This is an optimization exercise on Yosys and OpenROAD, whose aim is small area and a short achievable clock period, not a production implementation.
Where RTL was checked, it was by simulation tests only, not by an equivalence proof against the original.

==> build 91: inputs <==
// Multiplier
module Multiplier(
  input         clock,
                reset,
                io_in_valid,
  input  [31:0] io_a,
                io_b,
  input  [1:0]  io_op,
  output [31:0] io_res,
  output        io_res_valid
);
export LEC_CHECK = 0
export ABC_AREA = 1
export CAP_MARGIN = 20
export CORE_MARGIN = 2
export CORE_UTILIZATION = 40
export SETUP_SLACK_MARGIN = 2.0
export SLEW_MARGIN = 20
create_clock -name core_clock -period 5.6 [get_ports {clock}]
standard.sh (not shown) runs the stock make flow with config.mk's settings and CLKGATE_MAP_FILE= SYNTH_SCRIPT=/design/flow/synth_recipe.tcl, a recipe that flattens the netlist after the stock synthesis.
==> flow/flow/run.sh <==
#!/bin/bash
# Own layout flow: the standard flow (standard.sh), with one extra step
# between synthesis and floorplan: flow/polfix.py removes the needless
# inverters that Yosys's full-adder extraction leaves around full-adder cells
# (a full adder is self-dual, so each may be built in either polarity).
# Registers, ports and all other cells are kept as synthesis made them.
# Each tool's output goes to a log file of its own in the work folder.
set -euo pipefail
cd "$(dirname "$0")/.."
R=orfs/results/${FLOW_PLATFORM:-sky130hd}/Multiplier/base
# Port buffers: buf_4 instead of the delay cell buffer_ports picks by default
# (every port still gets its own buffer).
PORTBUF="BUFFER_PORTS_ARGS=-buffer_cell sky130_fd_sc_hd__buf_4"
bash standard.sh "$PORTBUF" synth > flow_synth.log 2>&1
cp "$R/1_2_yosys.v" 1_2_yosys.std.v
python3 flow/polfix.py 1_2_yosys.std.v 1_2_yosys.pol.v > flow_polfix.log 2>&1
cp 1_2_yosys.pol.v "$R/1_2_yosys.v"
rm -f "$R/1_synth.odb" "$R/1_synth.sdc"
bash standard.sh "$PORTBUF" finish > flow_finish.log 2>&1
Other scripts of this flow, unchanged in this note and not shown: flow/flow/polfix.py
==> inputs of trial 45, as changes to build 91 <==
--- a/flow/flow/run.sh
+++ b/flow/flow/run.sh
@@ -8,12 +8,9 @@
 set -euo pipefail
 cd "$(dirname "$0")/.."
 R=orfs/results/${FLOW_PLATFORM:-sky130hd}/Multiplier/base
-# Port buffers: buf_4 instead of the delay cell buffer_ports picks by default
-# (every port still gets its own buffer).
-PORTBUF="BUFFER_PORTS_ARGS=-buffer_cell sky130_fd_sc_hd__buf_4"
-bash standard.sh "$PORTBUF" synth > flow_synth.log 2>&1
+bash standard.sh synth > flow_synth.log 2>&1
 cp "$R/1_2_yosys.v" 1_2_yosys.std.v
 python3 flow/polfix.py 1_2_yosys.std.v 1_2_yosys.pol.v > flow_polfix.log 2>&1
 cp 1_2_yosys.pol.v "$R/1_2_yosys.v"
 rm -f "$R/1_synth.odb" "$R/1_synth.sdc"
-bash standard.sh "$PORTBUF" finish > flow_finish.log 2>&1
+bash standard.sh > flow_finish.log 2>&1
==> metrics.md <==
| Metric | Value |
|---|---|
| WP buf/inv | 1 |
| Area Growth Syn to Fin | 15.8% |
| Cell Chain, Critical Path | dlygate4sd2_1 > xnor2_1 > o22ai_1 > fa_1 > fa_1 > fa_1 |
| Antenna violations before repair | 3 |
| Ratio of cells with drive above 1 in the final layout | 0.153 |
| Global-route wire length before repair | 173000 um |
| Most frequent cells in the layout | xnor2_1, nand2_1, o22ai_1 |
| Finished Cell Area | slightly below 0.04 mm2 |
| Placed cell areas | about 0.035 mm2 |
| FF-to-FF setup slack | between 2 and 2.5 ns |
| Status | complete, no violations |
| Initial DRC count | around 2800 |
| WL met2 | slightly above 50000 um |
| Fraction of area in multi-input gates | 0.645 |
Source of the figures above: trial 45

==> metrics.md <==
| Metric | Value |
|---|---|
| Placed cell areas | about 0.035 mm2 |
| Initial DRC count | between 2000 and 2500 |
| Global-route wire length before repair | 170000 um |
| Ratio of cells with drive above 1 in the final layout | 0.132 |
| Antenna violations before repair | 1 |
| Finished Cell Area | around 0.037 mm2 |
| FF-to-FF setup slack | 2.08 ns |
| WP buf/inv | 2 |
| Fraction of area in multi-input gates | 0.659 |
| Status | complete, no violations |
| Cell Chain, Critical Path | buf_4 > nor2_1 > nand2_1 > o21ai_0 > inv_1 > o22ai_1 > fa_1 > fa_1 > fa_1 |
| WL met2 | roughly 50000 um |
| Area Growth Syn to Fin | 11.9% |
| Most frequent cells in the layout | nand2_1, xnor2_1, o22ai_1 |
Source of the figures above: build 91


* * *

==> inputs of build 67 <==
Multiplier, a different RTL version from the one above (not shown whole).
==> flow/config.mk <==
export PLATFORM = sky130hd
export DESIGN_NAME = Multiplier
export DESIGN_NICKNAME = Multiplier
export VERILOG_FILES = /design/flow/design.v
export SDC_FILE = /design/flow/constraint.sdc
export NUM_CORES = 4
export LEC_CHECK = 0
export ABC_AREA = 1
export CAP_MARGIN = 20
export CORE_MARGIN = 2
export CORE_UTILIZATION = 40
export SETUP_SLACK_MARGIN = 2.0
export SLEW_MARGIN = 20
==> flow/constraint.sdc <==
create_clock -name core_clock -period 5.6 [get_ports {clock}]
set_input_delay 1.1200 -clock core_clock [delete_from_list [all_inputs] [get_ports {clock}]]
set_output_delay 1.1200 -clock core_clock [all_outputs]
set_load 0.01 [all_outputs]
==> flow/flow/run.sh <==
#!/bin/bash
# Own layout flow: the standard flow (standard.sh), with one extra step
# between synthesis and floorplan: flow/polfix.py removes the needless
# inverters that Yosys's full-adder extraction leaves around full-adder cells
# (a full adder is self-dual, so each may be built in either polarity).
# Registers, ports and all other cells are kept as synthesis made them.
# Each tool's output goes to a log file of its own in the work folder.
set -euo pipefail
cd "$(dirname "$0")/.."
R=orfs/results/${FLOW_PLATFORM:-sky130hd}/Multiplier/base
# Port buffers: buf_4 instead of the delay cell buffer_ports picks by default
# (every port still gets its own buffer).
PORTBUF="BUFFER_PORTS_ARGS=-buffer_cell sky130_fd_sc_hd__buf_4"
bash standard.sh "$PORTBUF" synth > flow_synth.log 2>&1
cp "$R/1_2_yosys.v" 1_2_yosys.std.v
python3 flow/polfix.py 1_2_yosys.std.v 1_2_yosys.pol.v > flow_polfix.log 2>&1
cp 1_2_yosys.pol.v "$R/1_2_yosys.v"
rm -f "$R/1_synth.odb" "$R/1_synth.sdc"
bash standard.sh "$PORTBUF" finish > flow_finish.log 2>&1
Other scripts of this flow, unchanged in this note and not shown: flow/flow/polfix.py
==> build 17: changes against build 67 <==
--- a/flow/design.v
+++ b/flow/design.v
@@ -2943,31 +2943,25 @@
   assign hs0[28] = H_p[28] ^ H_G1812;
   assign hs1[28] = H_p[28] ^ (H_G1812 | H_P1813);
   assign hs0[29] = H_p[29] ^ H_G1814;
   assign hs1[29] = H_p[29] ^ (H_G1814 | H_P1815);
   assign hs0[30] = H_p[30] ^ H_G1816;
   assign hs1[30] = H_p[30] ^ (H_G1816 | H_P1817);
   assign hs0[31] = H_p[31] ^ H_G1818;
   assign hs1[31] = H_p[31] ^ (H_G1818 | H_P1819);
-  reg [31:0] rlo;
-  reg [31:0] rh0;
-  reg [31:0] rh1;
-  reg rs1;
-  reg rs0;
-  reg rsl;
+  reg [31:0] r0;
+  reg [31:0] r1;
+  reg rc;
   always @(posedge clock) begin
-    rlo <= L;
-    rh0 <= hs0;
-    rh1 <= hs1;
-    rs1 <= hi1 & L_co;
-    rs0 <= hi1 & ~L_co;
-    rsl <= ~hi1;
+    r0 <= hi1 ? hs0 : L;
+    r1 <= hi1 ? hs1 : L;
+    rc <= hi1 & L_co;
   end
-  assign io_res = ({32{rs1}} & rh1) | ({32{rs0}} & rh0) | ({32{rsl}} & rlo);
+  assign io_res = rc ? r1 : r0;
 endmodule
 module Multiplier(
   input         clock,
                 reset,
                 io_in_valid,
   input  [31:0] io_a,
                 io_b,
   input  [1:0]  io_op,
==> flow/config.mk (replaced) <==
export PLATFORM = sky130hd
export DESIGN_NAME = Multiplier
export DESIGN_NICKNAME = Multiplier
export VERILOG_FILES = /design/flow/design.v
export SDC_FILE = /design/flow/constraint.sdc
export NUM_CORES = 4
export LEC_CHECK = 0
export ABC_AREA = 1
export CAP_MARGIN = 20
export CORE_MARGIN = 2
export CORE_UTILIZATION = 40
export SETUP_SLACK_MARGIN = 2.4
export SLEW_MARGIN = 20
==> run notes <==
|  | build 67 | build 17 |
|---|---|---|
| Global routing met3 resource utilization | 8.52% | 5.52% |
| Result of the run | timing/DRC/antenna clean | timing/DRC/antenna clean |
| Total wire length after detailed routing | 113 mm | 121 mm |
| Post-CTS repair timing setup buffer count | 4 | 42 |
| Data arrival at the endpoint of the critical path | 3.99 ns | 3.97 ns |
| Wire length of the first global-routing pass | 165 mm | 177 mm |
| Wl on met1 | 46.4 mm | 51.4 mm |
| Ratio of final minimum period to clock period | 63.4% | 61.9% |
| Non-clk bufs | 177 | 229 |
| Worst Max-Slew Pin Slew | 0.929 ns | 0.863 ns |
| Netlist area before placement | 0.0334 mm2 | 0.0332 mm2 |
| Uppermost routed layer | met5 | met4 |
| Combined area of the multi-input logic cells | 0.0235 mm2 | 0.0275 mm2 |
| Final non-filler cell area | 0.0369 mm2 | 0.0411 mm2 |
| Vertical die dimension | 293 um | 292 um |
Only the layout flow was run in build 67; the RTL was not checked for function there.

[separate check: timing with driven ports]
The results above use ideal ports. As a check the final layouts listed here were re-extracted and re-timed, cells and wires unchanged. Step 1 sets driving cells, clkbuf_16 on the clock port and buf_2 on the other inputs (assumed; they add their load-dependent delay and slew). Step 2 times the ports against the registers' clock, not the clock port: input delays grow and output delays shrink by t, the midpoint of the rising clock arrivals with the driver on. a / b / c = ideal ports / drivers / drivers and shift; a / b = the first two.
run | t, ns | setup WS [ns] | worst setup path after step 2
build 91 | 0.635 | 2.035 / 2.074 / 1.439 | input to register
trial 45 | 0.643 | 2.003 / 2.016 / 1.415 | input to register
build 67 | 0.661 | 2.051 / 2.087 / 1.425 | input to register
build 17 | 0.631 | 2.135 / 2.135 / 1.755 | input to register
After both steps every run listed still meets setup and hold. The setup slack of build 67, which loses most, moves by +0.036 ns with the drivers and by -0.626 ns with both steps.
